Source: an optimization exercise on an open RTL-to-GDS flow (aim: a short achievable clock period and few clock cycles). Production flows keep margins and buffers that such runs may drop.
Only simulation tests tie the RTL to the original design; equivalence was not proved.
No activity file was given, so power comes from the tool's default toggle rates.

[design/flow/flow/run.sh]
#!/bin/bash
# Standard ORFS layout, with timing repair aimed below the clock period:
# repair_timing keeps working until the setup slack reaches the margin.
set -euo pipefail
MARGIN=${MARGIN:-7.0}
bash standard.sh SETUP_SLACK_MARGIN=$MARGIN finish > flow_standard.log 2>&1
[design/flow/config.mk]
export PLATFORM = sky130hd
export DESIGN_NAME = CHIP
export DESIGN_NICKNAME = CHIP
export VERILOG_FILES = /design/flow/design.v
export SDC_FILE = /design/flow/constraint.sdc
export NUM_CORES = 4
export LEC_CHECK = 0
export CAP_MARGIN = 20
export CORE_MARGIN = 2
export CORE_UTILIZATION = 40
export SLEW_MARGIN = 20
[design/flow/constraint.sdc]
create_clock -name core_clock -period 10.5 [get_ports {clk}]
set_input_delay 2.1000 -clock core_clock [delete_from_list [all_inputs] [get_ports {clk}]]
set_output_delay 2.1000 -clock core_clock [all_outputs]
set_load 0.01 [all_outputs]
[design/flow/standard.sh]
#!/bin/bash
# synth_recipe.tcl (not shown) runs the flow's synth.tcl, then flattens the netlist and writes it again
# the make line also repeats each setting of config.mk as NAME=value (left out here)
make -C /OpenROAD-flow-scripts/flow DESIGN_CONFIG=/design/flow/config.mk WORK_HOME=/design/flow/orfs CLKGATE_MAP_FILE= SYNTH_SCRIPT=/design/flow/synth_recipe.tcl "${@:-finish}"
[design/flow/design.v]
module CHIP(clk,
            rst_n,
            mem_wen_D,
            mem_addr_D,
            mem_wdata_D,
            mem_rdata_D,
            mem_addr_I,
            mem_rdata_I
    );
    input         clk, rst_n ;
    output        mem_wen_D  ;
    output [31:0] mem_addr_D ;
    output [31:0] mem_wdata_D;
    input  [31:0] mem_rdata_D;
    output [31:0] mem_addr_I ;
    input  [31:0] mem_rdata_I;
    function [31:0] bswap(input [31:0] v);
        bswap = {v[7:0], v[15:8], v[23:16], v[31:24]};
    endfunction
    reg  [31:0] pc_f;
    reg  [31:0] ll_f;             
    reg  [31:0] ir_d;
    reg  [31:0] pc_d;
    reg         v_d, pt_d;
    reg  [31:0] a_e, b_e, imm_e, link_e, tgt_e, chk_e;
    reg         fwda_e, fwdb_e;
    reg         use_imm_e, is_sub_e, is_and_e, is_or_e, is_slt_e, is_link_e;
    reg         is_lw_e, is_sw_e, is_beq_e, is_jalr_e, pt_e;
    reg         wen_e;
    reg  [4:0]  rd_e;
    reg  [31:0] res_m, addr_m, wdata_m;
    reg         st_m, lw_m, wen_m;
    reg  [4:0]  rd_m;
    reg  [31:0] rf [1:31];
    wire [31:0] ld_m = bswap(mem_rdata_D);
    wire [31:0] wb_m = lw_m ? ld_m : res_m;
    assign mem_addr_I  = pc_f;
    assign mem_addr_D  = addr_m;
    assign mem_wdata_D = wdata_m;
    assign mem_wen_D   = st_m;
    wire [31:0] in_f   = bswap(mem_rdata_I);
    wire        f_jal  = in_f[6:0] == 7'b1101111;
    wire        f_beq  = in_f[6:0] == 7'b1100011;
    wire        f_jalr = in_f[6:0] == 7'b1100111;
    wire        f_btk  = f_beq & (in_f[31] | (in_f[19:15] == in_f[24:20]));
    wire [31:0] fimm_j = {{12{in_f[31]}}, in_f[19:12], in_f[20], in_f[30:21], 1'b0};
    wire [31:0] fimm_b = {{20{in_f[31]}}, in_f[7], in_f[30:25], in_f[11:8], 1'b0};
    wire [31:0] fimm_i = {{21{in_f[31]}}, in_f[30:20]};
    wire [31:0] seq_f  = pc_f + 32'd4;
    wire [31:0] pred_f = f_jal  ? pc_f + fimm_j :
                         f_btk  ? pc_f + fimm_b :
                         f_jalr ? ll_f + fimm_i : seq_f;
    wire        ptk_f  = f_btk;
    wire [6:0] op_d  = ir_d[6:0];
    wire [4:0] rd_d  = ir_d[11:7];
    wire [4:0] rs1_d = ir_d[19:15];
    wire [4:0] rs2_d = ir_d[24:20];
    wire d_alu  = v_d & (op_d == 7'b0110011);
    wire d_lw   = v_d & (op_d == 7'b0000011);
    wire d_sw   = v_d & (op_d == 7'b0100011);
    wire d_beq  = v_d & (op_d == 7'b1100011);
    wire d_jal  = v_d & (op_d == 7'b1101111);
    wire d_jalr = v_d & (op_d == 7'b1100111);
    wire use1_d = d_alu | d_lw | d_sw | d_beq | d_jalr;
    wire use2_d = d_alu | d_sw | d_beq;
    wire wr_d   = (d_alu | d_lw | d_jal | d_jalr) & (rd_d != 5'd0);
    wire [31:0] imm_i = {{21{ir_d[31]}}, ir_d[30:20]};
    wire [31:0] imm_s = {{21{ir_d[31]}}, ir_d[30:25], ir_d[11:7]};
    wire [31:0] imm_b = {{20{ir_d[31]}}, ir_d[7], ir_d[30:25], ir_d[11:8], 1'b0};
    wire [31:0] rf1 = (rs1_d == 5'd0) ? 32'd0 : rf[rs1_d];
    wire [31:0] rf2 = (rs2_d == 5'd0) ? 32'd0 : rf[rs2_d];
    wire hit1_m = wen_m & (rd_m == rs1_d);
    wire hit2_m = wen_m & (rd_m == rs2_d);
    wire hit1_e = wen_e & (rd_e == rs1_d);
    wire hit2_e = wen_e & (rd_e == rs2_d);
    wire stall = is_lw_e & ((hit1_e & use1_d) | (hit2_e & use2_d));
    wire [31:0] a_x  = fwda_e ? res_m : a_e;
    wire [31:0] b_x  = fwdb_e ? res_m : b_e;
    wire [31:0] op2  = use_imm_e ? imm_e : b_x;
    wire [31:0] sum  = a_x + op2;
    wire [31:0] diff = a_x - b_x;
    wire        lt   = $signed(a_x) < $signed(b_x);
    wire        eq   = a_x == b_x;
    reg  [31:0] alu;
    always @(*) begin
        if (is_link_e)     alu = link_e;
        else if (is_sub_e) alu = diff;
        else if (is_and_e) alu = a_x & b_x;
        else if (is_or_e)  alu = a_x | b_x;
        else if (is_slt_e) alu = {31'd0, lt};
        else               alu = sum;
    end
    wire br_miss   = is_beq_e & (eq != pt_e);
    wire jalr_miss = is_jalr_e & (a_x != chk_e);
    wire redir_e   = br_miss | jalr_miss;
    wire [31:0] tgx_e = is_jalr_e ? sum : eq ? tgt_e : link_e;
    integer i;
    always @(posedge clk) begin
        if (!rst_n) begin
            pc_f <= 32'd0;
            ll_f <= 32'd0;
            ir_d <= 32'd0;
            pc_d <= 32'd0;
            v_d  <= 1'b0;
            pt_d <= 1'b0;
            a_e <= 32'd0; b_e <= 32'd0; imm_e <= 32'd0; link_e <= 32'd0; tgt_e <= 32'd0;
            chk_e <= 32'd0;
            fwda_e <= 1'b0; fwdb_e <= 1'b0;
            use_imm_e <= 1'b0; is_sub_e <= 1'b0; is_and_e <= 1'b0; is_or_e <= 1'b0;
            is_slt_e <= 1'b0; is_link_e <= 1'b0; is_lw_e <= 1'b0; is_sw_e <= 1'b0;
            is_beq_e <= 1'b0; is_jalr_e <= 1'b0; pt_e <= 1'b0;
            wen_e <= 1'b0; rd_e <= 5'd0;
            res_m <= 32'd0; addr_m <= 32'd0; wdata_m <= 32'd0;
            st_m <= 1'b0; lw_m <= 1'b0; wen_m <= 1'b0; rd_m <= 5'd0;
            for (i = 1; i < 32; i = i + 1) rf[i] <= 32'd0;
        end else begin
            if (redir_e)     pc_f <= tgx_e;
            else if (!stall) pc_f <= pred_f;
            if (!redir_e && !stall && f_jal && in_f[11:7] != 5'd0) ll_f <= seq_f;
            if (!stall) begin
                ir_d <= in_f;
                pc_d <= pc_f;
                pt_d <= ptk_f;
            end
            if (redir_e)     v_d <= 1'b0;
            else if (!stall) v_d <= 1'b1;
            a_e    <= hit1_m ? wb_m : rf1;
            b_e    <= hit2_m ? wb_m : rf2;
            fwda_e <= hit1_e;
            fwdb_e <= hit2_e;
            imm_e  <= d_sw ? imm_s : imm_i;
            link_e <= pc_d + 32'd4;
            tgt_e  <= pc_d + imm_b;
            chk_e  <= pc_f - imm_i;
            pt_e   <= pt_d;
            rd_e   <= rd_d;
            if (redir_e | stall) begin
                use_imm_e <= 1'b0; is_sub_e <= 1'b0; is_and_e <= 1'b0; is_or_e <= 1'b0;
                is_slt_e <= 1'b0; is_link_e <= 1'b0; is_lw_e <= 1'b0; is_sw_e <= 1'b0;
                is_beq_e <= 1'b0; is_jalr_e <= 1'b0; wen_e <= 1'b0;
            end else begin
                use_imm_e <= d_lw | d_sw | d_jalr;
                is_sub_e  <= d_alu & (ir_d[14:12] == 3'b000) & ir_d[30];
                is_and_e  <= d_alu & (ir_d[14:12] == 3'b111);
                is_or_e   <= d_alu & (ir_d[14:12] == 3'b110);
                is_slt_e  <= d_alu & (ir_d[14:12] == 3'b010);
                is_link_e <= d_jal | d_jalr;
                is_lw_e   <= d_lw;
                is_sw_e   <= d_sw;
                is_beq_e  <= d_beq;
                is_jalr_e <= d_jalr;
                wen_e     <= wr_d;
            end
            res_m   <= alu;
            addr_m  <= sum;
            wdata_m <= bswap(b_x);
            st_m    <= is_sw_e;
            lw_m    <= is_lw_e;
            wen_m   <= wen_e;
            rd_m    <= rd_e;
            if (wen_m) rf[rd_m] <= wb_m;
        end
    end
endmodule
==> results of run 1 <==
final cells by class:
class / count / share of cell area (%)
Multi-Input combinational cell: 4737 / 44.2
Sequential cell: 1458 / 39.3
Clock buffer: 219 / 4.44
Timing Repair Buffer: 670 / 7.14
Clock inverter: 87 / 0.822
Antenna cell: 11 / 0.0273
Inverter: 200 / 0.759
Tap cell: 2672 / 3.32
Timing Repair inverter: 1 / 0.00497
worst max-delay path by stage:
stage	endpoint	slack, ns	cells past startpoint
2_1_floorplan	pc_f[26]$_SDFFE_PN0P_	5.86	12
3_3_place_gp	pc_f[23]$_SDFFE_PN0P_	4.52	14
3_5_place_dp	pc_f[23]$_SDFFE_PN0P_	4.47	14
4_1_cts	pc_f[24]$_SDFFE_PN0P_	6.23	17
5_1_grt	ll_f[9]$_SDFFE_PN0P_	6.14	24
6_report	pc_f[24]$_SDFFE_PN0P_	6.22	22
registers in the layout, summed over array words and instances, names as in the netlist, 31 cells and up, named ones only:
name / flops
rf: 1024
wdata_m: 32
res_m: 32
a_e: 32
ll_f: 32
tgt_e: 31
ir_d: 32
b_e: 32
link_e: 32
pc_f: 32
addr_m: 32
chk_e: 32
pc_d: 32
report_power, final:
part           switching (W)  leakage, nW  internal, W
sequential          0.000225         14.1      0.00637
combinational        0.00162         19.7      0.00119
clock                0.00257         2.57      0.00318
through the flow:
step | total power [W] | instance area [um2] | cells | worst slack [ns]
3_5_place_dp | 0.00894 | 86800 | 9324 | 4.47
5_1_grt | 0.0155 | 101000 | 10100 | 6.14
6_report | 0.0151 | 101000 | 10100 | 6.22
2_1_floorplan | 0.00805 | 82600 | 6911 | 5.86
4_1_cts | 0.0149 | 98100 | 9934 | 6.23
3_3_place_gp | 0.00891 | 86700 | 9319 | 4.52
logic make-up after synthesis:
group	share of synthesized area (%)
XOR/XNOR	2.94
AO/OA/AOI/OAI	8.40
multiplexers	20.8
buffers and inverters	3.48
adder cells (fa/ha/maj)	4.23
AND/OR/NAND/NOR	11.8
flip-flops	48.4
cells in the final DEF (no fill, tap or decap), types with 42 or more instances in the layout:
cell type,instances
nand2_1,306
inv_1,178
nor3_1,46
ha_1,186
o21ai_0,97
a21oi_1,238
xor2_1,104
mux2i_1,134
xnor2_1,140
buf_12,46
buf_4,299
and2_1,53
nor2_1,1420
clkbuf_1,43
ha_4,58
buf_6,124
mux4_2,640
mux2i_4,63
buf_2,49
edfxtp_1,1024
a21o_1,89
clkbuf_16,173
dfxtp_4,42
nand2_8,42
o22a_1,65
dfxtp_1,383
nand3_1,63
critical path: cells and delay by family, from the launching register on:
| kind | cells | cell delay [ns] |
|---|---|---|
| fa+ha+maj | 1 | 0.21 |
| buf+inv | 12 | 1.65 |
| flops | 1 | 0.37 |
| compound gates | 3 | 0.83 |
| xor+xnor | 1 | 0.15 |
| simple gates | 4 | 0.83 |
| mux | 1 | 0.10 |
per-layer routing:
metal	GRT usage (%)	share of wire, %
met3	6.29	9.4
met2	49.1	47
met4	18.5	7.3
met1	38.0	37
met5	0	0.014
repair_timing:
item                                    in CTS  in global routing
buffers inserted                           272                 85
gates cloned                                32                  2
endpoints found under the setup margin    1303                316
pin swaps                                  236                180
resized for setup                         1105                312
==> run summary, run 1 <==
The startpoint of the worst-slack reg-to-reg timing path is fwdb_e$_SDFF_PN0_. In the synthesized netlist, the number of instances is 6,911. TritonCTS built the clock tree.

For this run, design rule violations remaining after detail routing come to 0. In this run, post-CTS hold repair placed 0 buffers. The first-pass GRT wire length came out at 453,000 um.

The sequential cell area in the final layout is 39,600 um2, and the placeable core area is 202,000 um2. After global routing the overflow that remains totals 0. In the final layout, the multi-input gates occupy 44,500 um2. The cell sitting at the root of the clock tree is a clkbuf_16. At the worst endpoint, the arrival time is 5.00 ns.

The clock tree synthesis step divided the H-tree into 4 levels. Among all flip-flop cells after synthesis, the most frequent one is edfxtp_1. For the number of buffers added by the clock tree synthesis step, the log shows 165. The run finished with no timing, DRC or antenna violations. Max-capacitance violation count: 0. After detailed routing, the average wire length per cell comes to 32.1 um. The share of flip-flops with an asynchronous set or reset after synthesis came out at 0%. After layout, the minimum clock period comes to 4.28 ns. The tools report the endpoint type of the worst setup path as a flop.

Entering global routing, the biggest net connects 130 pins. STA classifies the critical path startpoint as a flop. The share of the yosys chip area belonging to registers came out at 48.4%. The tools report the worst voltage drop across the vdd grid as 0.179 mV. The worst register-to-register path has a setup slack of 6.22 ns. Counting cells, the worst reg-to-reg path comes to 22. The final layout contains routed wiring with a total length of 323,000 um.

The library cell contributing the largest single delay on the critical path is or3_4. Of the available clock period, the critical path in the final layout requires 40.7%. In this run the count of I/O pins placed on the die edge is 163.

The most repeated cell in the gate-level netlist after synthesis was nor2_1. The worst slew slack as a fraction of its limit was 23.0%. The layout cell share with drive strength beyond 1 is 30.2%. The tools report the data required time of the worst path as 11.22 ns. In this run the remaining antenna-violating nets after routing total 0. edfxtp_1 takes more of the synthesized area than any other cell. The tools report the count of routing violations after the opening detailed-route iteration as 7,692. The total count of max-transition violations in the final report is 0. The mean post-synth cell area works out to 11.8 um2.

The fraction of the core area covered by cells at the end of the flow is 49.8%. Routability-driven placement finished with a final weighted congestion of 0.956. Counting the fill cells in the layout gives 17,500. The most critical setup path has its startpoint at fwdb_e$_SDFF_PN0_. Input and output buffers added on the ports amount to 162. The vertical die dimension is 455 um, and the final hold slack is 0.452 ns. After detailed routing, the number of vias per cell comes to 6.30. Counting every net in the synthesized netlist gives 7,248. For the vias after detailed routing, the log shows 63,300. In this design, the critical path's most frequently occurring cell is buf_12. The number of enable flip-flop cells after synthesis is 1,024, and the number of placement rows is 165. The leakage dissipation is 36.4 nW. The number of unique standard cell types used by synthesis came out at 95. Count of final hold-check violations: 0. Ranked by total cell area, the synthesized netlist is headed by edfxtp_1 (38%), mux4_2 (18%), dfxtp_1 (11%).

The synthesis-to-finish area growth was 23.8%. In this run the worst path has a maximum fanout of 5. The run gives 18 as the initial antenna violation count.

Setup TNS after final layout: 0 ns. The post-synthesis cell area is 81,400 um2. The reg-to-reg endpoint is pc_f[24]$_SDFFE_PN0P_. Final setup violation count: 0. Setup repair after global routing could not meet its margin everywhere.

The initial utilization of the core area, before any placement, comes to 40.2%. After synthesis the netlist holds a flip-flop and latch count of 1,458. For the pin with the worst max-slew slack, the measured transition is 1.13 ns. The floorplan step defined a die boundary enclosing 207,000 um2.

The share of Yosys cell area claimed by the top area cell type is 37.8%, and the power density normalized to cell area is 150 nW/um2. The count of nets after finishing was 7,570. The signal on the critical path passes through buf_12 -> buf_12 -> buf_16 -> buf_12 -> buf_12 -> buf_6 -> mux2i_1 -> buf_4 -> buf_6 -> ha_4 -> or3_4 -> nor3_4 -> nand4_1 -> buf_12 -> xnor2_4 -> nand2_4 -> buf_4 -> buf_6 -> buf_4 -> a21oi_4 -> o211ai_1 -> o211ai_1. Global routing consumed, over all layers together, 30.5% of the routing resources. For the total number of yosys warnings, the log shows 1. The tightest min-delay check is of the reg -> reg type.

The die width works out to 455 um. CTS saw 1,458 sinks. The HPWL after detailed placement is 195,000 um. The first TritonRoute pass finished after 5 iterations.

Instance count along the most critical hold path: 1. The startpoint identified for the worst hold timing path is is_sw_e$_SDFF_PP0_. Clock transition at the registers of the reported paths: 0.06 ns. The highest achievable clock rate came out at 234 MHz. Number of global-route vias before repair: 62,500.

The run gives 0.84 ns as the source-to-sink clock delay at the later pin of the worst-skew pair. The worst setup path is of the reg -> reg kind. The commonest cells after synthesis are nor2_1 (1,459), edfxtp_1 (1,024), mux4_2 (640). For hold timing, the worst endpoint is st_m$_SDFF_PN0_. For this run, the slowest stage of the critical path takes 0.41 ns.

Between clock sinks in the finished design, the worst skew comes to 0.0525 ns. Maximum root-to-sink buffer count: 3.
Testbench counts, summed over its fixed seeds: cycles 89,464.
==> inputs of run 2 (changes only) <==
--- a/design/flow/config.mk
+++ b/design/flow/config.mk
@@ -7,5 +7,5 @@
 export LEC_CHECK = 0
 export CAP_MARGIN = 20
 export CORE_MARGIN = 2
-export CORE_UTILIZATION = 40
+export CORE_UTILIZATION = 60
 export SLEW_MARGIN = 20
==> run 2 against run 1 <==
Area after synthesis is the same. First-iteration DRC count grew 32%. Largest power group unchanged. Final cell count shrank 8.7%. Clock skew shrank 0.013 ns. Utilization grew 24 points. Clock power shrank 3%. Largest cell class unchanged. Critical path depth is the same. Non-clock buffer count grew 32.
==> run summary, run 2 <==
The run gives 0 as the count of final hold-check violations. Path category of the worst min-delay check: reg -> reg. The tools report the combined area of the multi-input logic cells as 45,000 um2.

After synthesis, the most frequently instantiated cells are nor2_1 (1,459), edfxtp_1 (1,024), mux4_2 (640). The run gives 0 ns as the setup TNS after final layout. The most used flip-flop cell after synthesis is edfxtp_1. In this run the horizontal extent of the chip is 372 um. STA classifies the critical path endpoint as a flop. Dividing the detail-routed via count by the number of cells gives 7.13. The number of nets produced by synthesis is 7,248, and the detail-routed net length per standard cell is 35.2 um.

The die is 372 um tall. The number of clock buffers added by TritonCTS is 156. The root buffer cell chosen for the clock tree is clkbuf_16. The logs give 81,400 um2 for the post-synthesis cell area and 48.4% for the share of the yosys chip area belonging to registers. The worst path uses 41.5% of the clock period. In the layout the commonest cells are nor2_1 (1,410), edfxtp_1 (1,024), mux4_2 (640), dfxtp_1 (384), buf_4 (365). OpenSTA, run right after detailed placement, puts the worst setup slack at 4.70 ns.

The synthesis-to-finish area growth is 22.5%, and the instance count of the mapped netlist is 6,911. In the synthesized netlist the async set-or-reset flop fraction comes to 0%. The sequential cell area in the final layout was 39,600 um2.

In this run the tool buffered the top-level ports with 162 buffer cells. The number of placement rows was 135. The total number of yosys warnings was 1; the worst-margin pin slew was 1.11 ns. The tools report the source-to-sink clock delay at the later pin of the worst-skew pair as 0.83 ns. The initial antenna violation count was 6. Counting flops with a built-in enable in the synthesized netlist gives 1,024. The tools report the initial standard-cell utilization of the core as 60.2%. Counting along the longest clock path gives a buffer depth of 3. The clock transition at the registers of the reported paths works out to 0.06 ns.

Number of flip-flops under the largest register name: 1,024. The post-detailed-placement half-perimeter wirelength was 188,000 um. The total count of max-transition violations in the final report was 0. The layout has 8,776 filler cells. The fraction of the core area covered by cells at the end of the flow is 73.8%. The tools report the number of clock sinks as 1,458. For the number of nets with antenna violations after detailed routing, the log shows 0. The most repeated cell in the gate-level netlist after synthesis was nor2_1. The run gives 6 as the number of detailed-route iterations in the first pass. The final hold slack is 0.459 ns, and the post-layout total power is 0.0151 W.

Yosys attributes the largest share of cell area to edfxtp_1 (38%), mux4_2 (18%), dfxtp_1 (11%). The sort of element at the start of the critical path was a flop. The highest achievable clock rate was 229 MHz. 0 antenna diodes ended up in the layout.

The final weighted congestion in routability-driven placement is 1.03, and the vias after detailed routing is 65,400. The first global-routing pass estimated 442,000 um of wire. For this design the top-level I/O count stands at 163.

The register with the most flip-flops in the final layout is rf. The power density normalized to cell area was 151 nW/um2. The H-tree was split into 4 levels. Measured against its own limit, the worst slew margin works out to 26.1%. The tools report the pin count of the biggest net entering global routing as 113. Setup repair after global routing could not meet its margin everywhere. The detailed-route DRC error count came out at 0.

The layout cell share with drive strength beyond 1 came out at 30.6%. Counting flops and latches in the post-synthesis netlist gives 1,458. Data on the critical path is required at its endpoint by 11.17 ns. The tool flagged a number of max-cap violations equal to 0. The worst voltage drop across the vdd grid is 0.196 mV.

The run gives 5.02 ns as the arrival time at the worst endpoint. After global routing the overflow that remains totals 0. Setup violations remaining at the end of the flow were counted as 0. In this run the static leakage power is 36.6 nW. The flow ran to the end and the layout has no timing, DRC or antenna violations.

The total routed wirelength is 323,000 um, and the depth of the most critical reg-to-reg path is 22. The largest total area in the synthesized netlist belongs to edfxtp_1. For the finished layout, the period the worst path requires is 4.36 ns. Worst clock skew on the final layout: 0.0391 ns. The instance count along the most critical hold path is 1. The library cell used most frequently in the layout, excluding fill and tap cells, is nor2_1. The share of synthesized area in the top cell type comes to 37.8%. Along the worst path, the maximum fanout reaches 6. In this run the standard cell core region covers 135,000 um2.

The number of global-route vias before repair was 62,700; the count of nets after finishing was 7,612. For this run, the total global-route usage over all layers was measured as 45.3%. The worst setup path is of the reg -> reg kind. Counting distinct cell types in the post-synthesis netlist gives 95. Averaged over all synthesized cells, the footprint is 11.8 um2.

TritonCTS built the clock tree. The least setup slack across all paths after layout is 6.14 ns. Count of routing violations after the opening detailed-route iteration: 10,200. The die covers 139,000 um2.
-- run 2: kinds of logic after synthesis --
group                    share of synthesized area (%)
AND/OR/NAND/NOR                                   11.8
flip-flops                                        48.4
AO/OA/AOI/OAI                                     8.40
multiplexers                                      20.8
buffers and inverters                             3.48
XOR/XNOR                                          2.94
adder cells (fa/ha/maj)                           4.23
-- run 2: report_power, final --
group | switching [W] | total, W | internal (W)
registers | 0.000229 | 0.00660 | 0.00637
logic | 0.00170 | 0.00289 | 0.00119
clock network | 0.00247 | 0.00558 | 0.00311
total | 0.00440 | 0.0151 | 0.0107
-- run 2: worst max-delay path: stages (launching register included) --
cell       delay, ns
dfxtp_4         0.36
buf_12          0.13
buf_6           0.11
buf_8           0.13
buf_16          0.15
buf_12          0.12
mux2i_4         0.27
inv_2           0.10
nor2_2          0.10
nor2_2          0.06
ha_4            0.23
and3_4          0.20
a31o_4          0.25
a2111oi_4       0.32
o21ai_4         0.14
buf_4           0.16
a31oi_4         0.25
buf_6           0.14
buf_6           0.09
nand2_4         0.06
xor2_4          0.32
a221oi_4        0.12
o31ai_4         0.42
-- run 2: routing by layer --
metal  up-vias  routed length (um)  share of wire (%)  track usage (%)
met3      1345               38200                 12             10.7
met1     32300              105000                 32             54.1
li1      26500                   -                  -                -
met2      5236              146000                 45             69.9
met5         -                  56              0.017                0
met4         8               34100                 11             38.3
-- run 2: stage by stage --
| step | area, um2 | cells |
|---|---|---|
| floorplan | 82600 | 6911 |
| global placement | 85800 | 8457 |
| detailed placement | 85800 | 8458 |
| CTS | 96500 | 9007 |
| global route | 99700 | 9185 |
| finish | 99700 | 9185 |
-- run 2: worst paths after layout --
kind | slack [ns] | endpoint | from
worst max-delay path | 6.14 | res_m[23]$_SDFF_PN0_ | fwdb_e$_SDFF_PN0_
worst min-delay path | 0.46 | pt_e$_SDFF_PN0_ | pt_d$_SDFFE_PN0P_
worst max register to register | 6.14 | res_m[23]$_SDFF_PN0_ | fwdb_e$_SDFF_PN0_
worst min register to register | 0.46 | pt_e$_SDFF_PN0_ | pt_d$_SDFFE_PN0P_
-- run 2: final cells by class --
cell class | instances | share of cell area, %
clock inverters | 86 | 0.861
flip-flops and latches | 1458 | 39.7
repair buffers | 702 | 7.02
inverters | 200 | 0.773
repair inverters | 1 | 0.00753
well taps | 1781 | 2.23
clock buffers | 201 | 4.26
multi-input cells | 4756 | 45.1
-- run 2: repair_timing --
action | in CTS | in global routing
gates cloned | 34 | 23
pin swaps | 201 | 248
endpoints found under the setup margin | 929 | 919
buffers inserted | 228 | 155
hold buffers | 0 | 0
gates resized for setup | 984 | 413

what the ideal ports hide:
The results above use ideal ports. As a check the final layouts listed here were re-extracted and re-timed, cells and wires unchanged.
Step 1 assumes that a clkbuf_16 drives the clock port and a buf_2 every other input.
Step 2 moves the port delays by t, midway between the first and last clock arrival at a register: inputs arrive t later, outputs are due t later. That takes back most of the time a late clock gives input paths.
a / b / c = ideal ports / drivers / drivers and shift; a / b = the first two.
| run | shift t [ns] | setup slack, ns | slew at the worst register clock pin (ns) |
|---|---|---|---|
| run 1 | 0.901 | 6.222 / 6.222 / 5.377 | 0.08 / 0.08 |
| run 2 | 0.897 | 6.141 / 6.141 / 5.347 | 0.07 / 0.07 |
After both steps every run listed still meets setup and hold. The setup slack of run 1, which loses most, moves by 0.000 ns with the drivers and by -0.845 ns with both steps.
